Source: an optimization exercise on an open RTL-to-GDS flow (aim: small area, a short achievable clock period and few clock cycles per item). Production flows keep margins and buffers that such runs may drop. In this exercise RTL edits were held to simulation tests only and were not proved equivalent to the original. Power and IR drop assume default switching activity.

==> flow/design.v <==
module adder (A, B, result);
  parameter WIDTH = 32;
  input logic [WIDTH-1:0] A, B;
  output logic [WIDTH-1:0] result;
  assign result = A + B;
endmodule
module xorer (A, B, result);
  parameter WIDTH = 32;
  input logic [WIDTH-1:0] A, B;
  output logic [WIDTH-1:0] result;
  assign result = A ^ B;
endmodule
module xorer3 (A, B, C, result);
  parameter WIDTH = 32;
  input logic [WIDTH-1:0] A, B, C;
  output logic [WIDTH-1:0] result;
  assign result = A ^ B ^ C;
endmodule
module bcrypt_core (
  input  logic         clk,
  input  logic         reset_l,
  input  logic         start,
  input  logic [4:0]   cost,
  input  logic [127:0] salt,
  input  logic [575:0] key,
  output logic [31:0]  s_addr,
  output logic [3:0]   s_we,
  output logic [127:0] s_wdata,
  input  logic [127:0] s_rdata,
  output logic [191:0] hash,
  output logic         done
);
  localparam logic [575:0] PI_P = 576'h8979fb1b9216d5d9b54709173f84d5b5c97c50ddc0ac29b734e90c6cbe5466cf38d01377452821e6ec4e6c89082efa98299f31d0a40938220370734413198a2e85a308d3243f6a88;
  localparam logic [191:0] CTEXT = {32'h6f756274, 32'h63727944, 32'h64657253, 32'h65686f6c, 32'h65616e42, 32'h4f727068};
  localparam logic [3:0] WAIT      = 4'd0,
                         XOR_KEY   = 4'd1,
                         ENC_LOAD  = 4'd2,
                         FR_INIT   = 4'd3,
                         FR_WAIT   = 4'd4,
                         FR_SWAP   = 4'd5,
                         ENC_DONE  = 4'd6,
                         STORE_P   = 4'd7,
                         STORE_SL  = 4'd8,
                         STORE_SR  = 4'd9,
                         CTEXT_INIT = 4'd10,
                         DONE      = 4'd11;
  logic [3:0]   state;
  logic [575:0] P;             
  logic [31:0]  r_L, r_R;      
  logic [31:0]  datal, datar;  
  logic [4:0]   r_round;
  logic [9:0]   pair;          
  logic [1:0]   phase;         
  logic [31:0]  iter;
  logic [5:0]   enc_count;     
  logic [1:0]   blk;           
  logic [191:0] cdata;
  logic [31:0] a1_out, x1_out, a2_out, p_next, x2_out;
  adder  #(32) a1 (s_rdata[31:0], s_rdata[63:32], a1_out);
  xorer  #(32) x1 (a1_out, s_rdata[95:64], x1_out);
  adder  #(32) a2 (x1_out, s_rdata[127:96], a2_out);
  assign p_next = P[32*(r_round+5'd1) +: 32];
  xorer3 #(32) x2 (a2_out, p_next, r_R, x2_out);
  logic [31:0] enc_in_l, enc_in_r, enc_out_l, enc_out_r;
  logic [127:0] salt_use;
  assign salt_use = (phase == 2'd0) ? salt : 128'h0;
  always_comb begin
    if (phase == 2'd3) begin
      enc_in_l = cdata[64*blk +: 32];
      enc_in_r = cdata[64*blk+32 +: 32];
    end
    else if (pair[0]) begin
      enc_in_l = datal ^ salt_use[95:64];
      enc_in_r = datar ^ salt_use[127:96];
    end
    else begin
      enc_in_l = datal ^ salt_use[31:0];
      enc_in_r = datar ^ salt_use[63:32];
    end
  end
  assign enc_out_l = r_R ^ P[575:544];
  assign enc_out_r = r_L;
  logic [575:0] key_use;
  assign key_use = (phase == 2'd2) ? {salt[63:0], {4{salt}}} : key;
  logic [9:0] spair;
  assign spair = pair - 10'd9;
  logic [1:0] sbox;
  assign sbox = spair[8:7];
  always_comb begin
    s_addr = {r_L[7:0], r_L[15:8], r_L[23:16], r_L[31:24]};
    s_we = 4'b0000;
    s_wdata = {4{datal}};
    if (state == STORE_SL) begin
      s_we[sbox] = 1'b1;
      s_addr[8*sbox +: 8] = {spair[6:0], 1'b0};
    end
    else if (state == STORE_SR) begin
      s_we[sbox] = 1'b1;
      s_addr[8*sbox +: 8] = {spair[6:0], 1'b1};
      s_wdata = {4{datar}};
    end
  end
  assign hash = cdata;
  assign done = (state == DONE);
  always_ff @(posedge clk) begin
    if (~reset_l) begin
      state <= WAIT;
      r_L <= 32'd0;    
    end
    else begin
      case (state)
        WAIT, DONE: begin
          if (start) begin
            state <= XOR_KEY;
            phase <= 2'd0;
            iter <= 32'd0;
          end
        end
        XOR_KEY: begin
          P <= ((phase == 2'd0) ? PI_P : P) ^ key_use;
          datal <= 32'd0;
          datar <= 32'd0;
          pair <= 10'd0;
          state <= ENC_LOAD;
        end
        ENC_LOAD: begin
          r_L <= enc_in_l ^ P[31:0];
          r_R <= enc_in_r;
          r_round <= 5'd0;
          state <= FR_INIT;
        end
        FR_INIT: state <= FR_WAIT;
        FR_WAIT: state <= FR_SWAP;
        FR_SWAP: begin
          r_L <= x2_out;
          r_R <= r_L;
          r_round <= r_round + 5'd1;
          state <= (r_round == 5'd15) ? ENC_DONE : FR_INIT;
        end
        ENC_DONE: begin
          if (phase == 2'd3) begin
            cdata[64*blk +: 32] <= enc_out_l;
            cdata[64*blk+32 +: 32] <= enc_out_r;
            if (blk == 2'd2) begin
              blk <= 2'd0;
              enc_count <= enc_count + 6'd1;
              state <= (enc_count == 6'd63) ? DONE : ENC_LOAD;
            end
            else begin
              blk <= blk + 2'd1;
              state <= ENC_LOAD;
            end
          end
          else begin
            datal <= enc_out_l;
            datar <= enc_out_r;
            state <= (pair < 10'd9) ? STORE_P : STORE_SL;
          end
        end
        STORE_P: begin
          P[64*pair[3:0] +: 32] <= datal;
          P[64*pair[3:0]+32 +: 32] <= datar;
          pair <= pair + 10'd1;
          state <= ENC_LOAD;
        end
        STORE_SL: state <= STORE_SR;
        STORE_SR: begin
          pair <= pair + 10'd1;
          if (pair == 10'd520) begin
            if (phase == 2'd2) begin
              if (iter == ((32'd1 << cost) - 32'd1)) begin
                state <= CTEXT_INIT;
              end
              else begin
                iter <= iter + 32'd1;
                phase <= 2'd1;
                state <= XOR_KEY;
              end
            end
            else begin
              phase <= phase + 2'd1;
              state <= XOR_KEY;
            end
          end
          else begin
            state <= ENC_LOAD;
          end
        end
        CTEXT_INIT: begin
          cdata <= CTEXT;
          phase <= 2'd3;
          blk <= 2'd0;
          enc_count <= 6'd0;
          state <= ENC_LOAD;
        end
        default: state <= WAIT;
      endcase
    end
  end
endmodule
==> flow/run.sh <==
#!/bin/bash
# synth_recipe.tcl (not shown) runs the flow's synth.tcl, then flattens the netlist and writes it again
# the make line also repeats each setting of config.mk as NAME=value (left out here)
make -C /OpenROAD-flow-scripts/flow DESIGN_CONFIG=/design/flow/config.mk WORK_HOME=/design/flow/orfs CLKGATE_MAP_FILE= SYNTH_SCRIPT=/design/flow/synth_recipe.tcl finish
==> flow/config.mk <==
export PLATFORM = sky130hd
export DESIGN_NAME = bcrypt_core
export DESIGN_NICKNAME = bcrypt_core
export VERILOG_FILES = /design/flow/design.v
export SDC_FILE = /design/flow/constraint.sdc
export NUM_CORES = 4
export LEC_CHECK = 0
export CAP_MARGIN = 30
export CORE_MARGIN = 2
export CORE_UTILIZATION = 40
export SLEW_MARGIN = 40
==> flow/constraint.sdc <==
create_clock -name core_clock -period 10.0 [get_ports {clk}]
set_input_delay 2.0000 -clock core_clock [delete_from_list [all_inputs] [get_ports {clk}]]
set_output_delay 2.0000 -clock core_clock [all_outputs]
set_load 0.01 [all_outputs]
==> results.yml <==
clock_tree:
  post_cts_hold_buffer_count: 0
  clk_pin_slew_ps: 60
  number_of_clock_buffers_inserted_by_tritoncts: 120
  tritoncts: "yes"
  postCtsSetupRepairBufs: 0
  ctsHtreeMaxLevel: 3
  clock_tree.buffer_depth: 3
  insertion_delay_ps: 840
  sink_count: 957
  resize_count_post_cts: 0
  clk_root_buffer_cell: "sky130_fd_sc_hd__clkbuf_16"
setup_path:
  start_kind: "register"
  critPathRequiredTime_ps: 8000
  critPathArrivalTime_ps: 5310
  worstPathCellList: "clkinv_1 -> a21oi_1 -> nor2_1 -> xor2_2 -> inv_1 -> ha_1 -> nor2_1 -> nand3_1 -> o21ai_0 -> clkdlybuf4s50_1"
  number_of_cells_on_the_worst_reg_to_reg_path: 13
  reg2reg_from: "pair[2]"
  critical_path.slowest_cell: "sky130_fd_sc_hd__edfxtp_1"
  worst_setup_path_startpoint: "pair[3]"
  rrSetupSlack_ps: 5470
  crit_path_frequent_cell: "sky130_fd_sc_hd__nor2_1"
  worstSetupPathType: "register to output port"
  r2r_end: "P[264]"
  critPathMaxStageDelay_ps: 720
  critPathMaxFanout: 12
  worst_setup_path_end_kind: "output port"
die:
  chipHeight_um: 449
  chipWidth_um: 449
  floorplan.initialDensity_pct: 40.2
  core-area_um2: 197000
  fp-row-count: 163
  die-area_um2: 202000
  floorplan.io_pins: 1197
cells_and_area:
  area_growth_pct: 23.6
  post_route_cells_drive_above_1_share_pct: 8.97
  finish.net_count: 10022
  layout.filler_cells: 18444
global_routing:
  grt_pass1_wl_um: 671000
  grt.overflow.total: 0
  grt_use_total_pct: 48.4
  global_route.peak_usage_layer: "met2"
  grt.met2_usage_pct: 68.2
  grt_util_met1_pct: 57.0
  grt_use_met3_pct: 15.2
  largest_net_degree_at_the_start_of_global_routing: 201
  grt_antenna_before_repair: 123
  grt_pass1_vias: 74742
sta:
  unrepaired_setup_endpoints_after_global_routing: "false"
  period_minus_slack_ps: 7310
  setup_viol: 0
  slew-limit-headroom_pct: 30.3
  final-hold-violation-count: 0
  slew_viol_final: 0
  post-route-period-util_pct: 73.1
  setup_tns_ps: 0
  minimum_setup_slack_in_the_final_design_ps: 2690
  worst-slew-pin-transition_ps: 1050
  fmaxAchievable_mhz: 137
  clock-skew-final_ps: 50.7
logic_synthesis:
  post_synth_most_frequent_cells: "sky130_fd_sc_hd__a21oi_1, sky130_fd_sc_hd__xnor2_1, sky130_fd_sc_hd__edfxtp_1"
  postSynthAreaPerCell_um2: 9.30
  postSynth.topFlopCell: "sky130_fd_sc_hd__edfxtp_1"
  synth.ff_latch_count: 957
  synth.distinct_cells: 80
  area_fraction_in_compound_gates_after_synthesis_pct: 24.8
  syn_inst: 8517
  yosysMostFrequentCell: "sky130_fd_sc_hd__a21oi_1"
  synthXorXnorAreaFrac_pct: 14.4
  ys_seq_area_share_pct: 35.8
  synth_top_family_by_area: "compound AO/OA/AOI/OAI gates"
  synthTopCellsByArea: "sky130_fd_sc_hd__edfxtp_1, sky130_fd_sc_hd__xnor2_1, sky130_fd_sc_hd__a21oi_1"
  synthArstFlopShare_pct: 0
  mappedNetlistArea_um2: 79200
  synthesis.yosys.warnings: 1
  synth-edff-count: 921
  synth_nets: 9443
  synth_simple_gate_area_share_pct: 9.01
  synth_fa_ha_area_share_pct: 1.39
  multiplexer_share_of_the_synthesized_area_pct: 8.83
  synthDominantCellAreaShare_pct: 34.9
  netlist.top_cell.by_area: "sky130_fd_sc_hd__edfxtp_1"
min_path:
  holdCritStartpoint: "enc_count[0]"
  min_path_type: "register to register"
  whs_path_depth: 1
  holdPathEnd: "enc_count[0]"
routing:
  num_vias: 84218
  drt_wl_total_um: 511000
  dr.pass1.iters: 7
  number_of_drc_violations_after_detailed_routing_iteration_0: 15784
  drc: 0
  wl_per_cell_um: 42.9
  detail_route.vias_per_cell: 7.07
  route.antenna.remaining_nets: 0
place:
  gpl.final_weighted_congestion: 1.05
  io_buffers: 1196
  dp_hpwl_um: 386000
  placement.setup.worst_slack_ps: 2900
power:
  power.leakage_nw: 33.0
  total_power_consumption_of_the_routed_design_mw: 15.3
  peakVddDrop_mv: 0.175
  cellPowerDensity_nw_per_um2: 156
run_status:
  status: "finished clean"
flow_run:
  max_cap_viol_count: 0
-- critical path: cells and delay by family, from the launching register on --
kind,cells,cell delay (ps)
AO/OA/AOI/OAI,2,890
adder cells (fa/ha/maj),1,280
AND/OR/NAND/NOR,3,580
flip-flops,1,720
buffers and inverters,3,1340
XOR/XNOR,1,670
-- cells in the final DEF, fill, tap and decap left out, types with 150 or more instances in the layout --
| master | Yosys | final |
|---|---|---|
| sky130_fd_sc_hd__a211oi_1 | 432 | 423 |
| sky130_fd_sc_hd__a21oi_1 | 966 | 962 |
| sky130_fd_sc_hd__a221oi_1 | 338 | 337 |
| sky130_fd_sc_hd__a32oi_1 | 195 | 195 |
| sky130_fd_sc_hd__buf_4 | 100 | 175 |
| sky130_fd_sc_hd__clkdlybuf4s50_1 | 0 | 1183 |
| sky130_fd_sc_hd__edfxtp_1 | 921 | 921 |
| sky130_fd_sc_hd__mux2i_1 | 299 | 299 |
| sky130_fd_sc_hd__mux4_2 | 150 | 150 |
| sky130_fd_sc_hd__nand2_1 | 424 | 412 |
| sky130_fd_sc_hd__nor2_1 | 827 | 808 |
| sky130_fd_sc_hd__o21ai_0 | 340 | 340 |
| sky130_fd_sc_hd__xnor2_1 | 949 | 931 |
| sky130_fd_sc_hd__xor2_1 | 354 | 353 |
-- report_power, final --
part	internal (mW)	switching, mW	leakage (nW)	total (mW)
Clock	2.66	2.06	1.94	4.72
Combinational	1.99	3.02	22.3	5.00
Sequential	4.84	0.716	8.74	5.56
-- layout make-up --
type	instances	area [um^2]	area share [%]
timing repair buffer	1468	14800	15.1
sequential	957	28400	29.0
clock inverter	68	736	0.752
antenna	77	193	0.197
clock buffer	158	3260	3.33
tap	2640	3300	3.37
multi-input combinational	6482	46900	48.0
inverter	67	272	0.277
-- worst max-delay path by stage --
| stage | to | slack [ps] |
|---|---|---|
| global placement | r_L[31] | 2840 |
| global route | s_addr[6] | 2490 |
| detailed placement | r_L[31] | 2900 |
| floorplan | P[0] | -10810 |
| finish | s_addr[11] | 2690 |
| CTS | s_addr[1] | 2750 |
-- cells by family (layout without fill, tap and decap cells) --
logic type / after synthesis / in the layout
AOI/OAI and AO/OA: 2922 / 2922
xor gates and xnor gates: 1303 / 1303
adders and majority gates: 87 / 87
buffers and inverters: 1078 / 1761
DFF: 957 / 957
muxes: 504 / 504
other: 0 / 77
and+or+nand+nor: 1666 / 1666
-- registers in the layout, summed over array words and instances, names as in the netlist --
| register | flops |
|---|---|
| blk | 2 |
| r_round | 5 |
| r_L | 32 |
| state | 4 |
| iter | 32 |
| pair | 10 |
| enc_count | 6 |
| P | 576 |
| datal | 32 |
| datar | 32 |
| r_R | 32 |
| phase | 2 |
| cdata | 192 |
-- per-layer routing --
layer	wire length, um	up-vias
met2	208000	7751
met5	187	-
met1	170000	41143
met4	63400	30
li1	-	33348
met3	69400	1946
-- stage by stage --
step | util, % | hold WS, ps | std cells | instance area [um^2]
4_1_cts | 49.4 | 597 | 11817 | 97200
3_3_place_gp | 46.8 | 574 | 11551 | 92300
2_1_floorplan | - | 491 | 8517 | 79200
6_report | 49.7 | 597 | 11917 | 97900
5_1_grt | 49.6 | 629 | 11867 | 97800
3_5_place_dp | 47.3 | 583 | 11591 | 93200
Testbench counts, summed over its fixed seeds: cycles 1,960,386, hashes 18.

separate check: timing with driven ports:
How much do the figures lean on ideal ports? The routed layout below was timed once more, with nothing changed but the port constraints.
Step 1: set_driving_cell puts a clkbuf_16 on clk and a buf_2 on each other input, an assumption about the parent block.
Step 2 moves the port delays by t, midway between the first and last clock arrival at a register: inputs arrive t later, outputs are due t later. That takes back most of the time a late clock gives input paths.
Three values: ideal, step 1, step 2; two values: the first two.
t (ns): 0.916
setup slack, ns: 2.692 / 2.588 / 2.832
worst register clock-pin slew, ns: 0.07 / 0.07
cell pins on the clock port's net: 1
After both steps this run still meets setup and hold. The setup slack of this run moves by -0.104 ns with the drivers and by +0.140 ns with both steps.
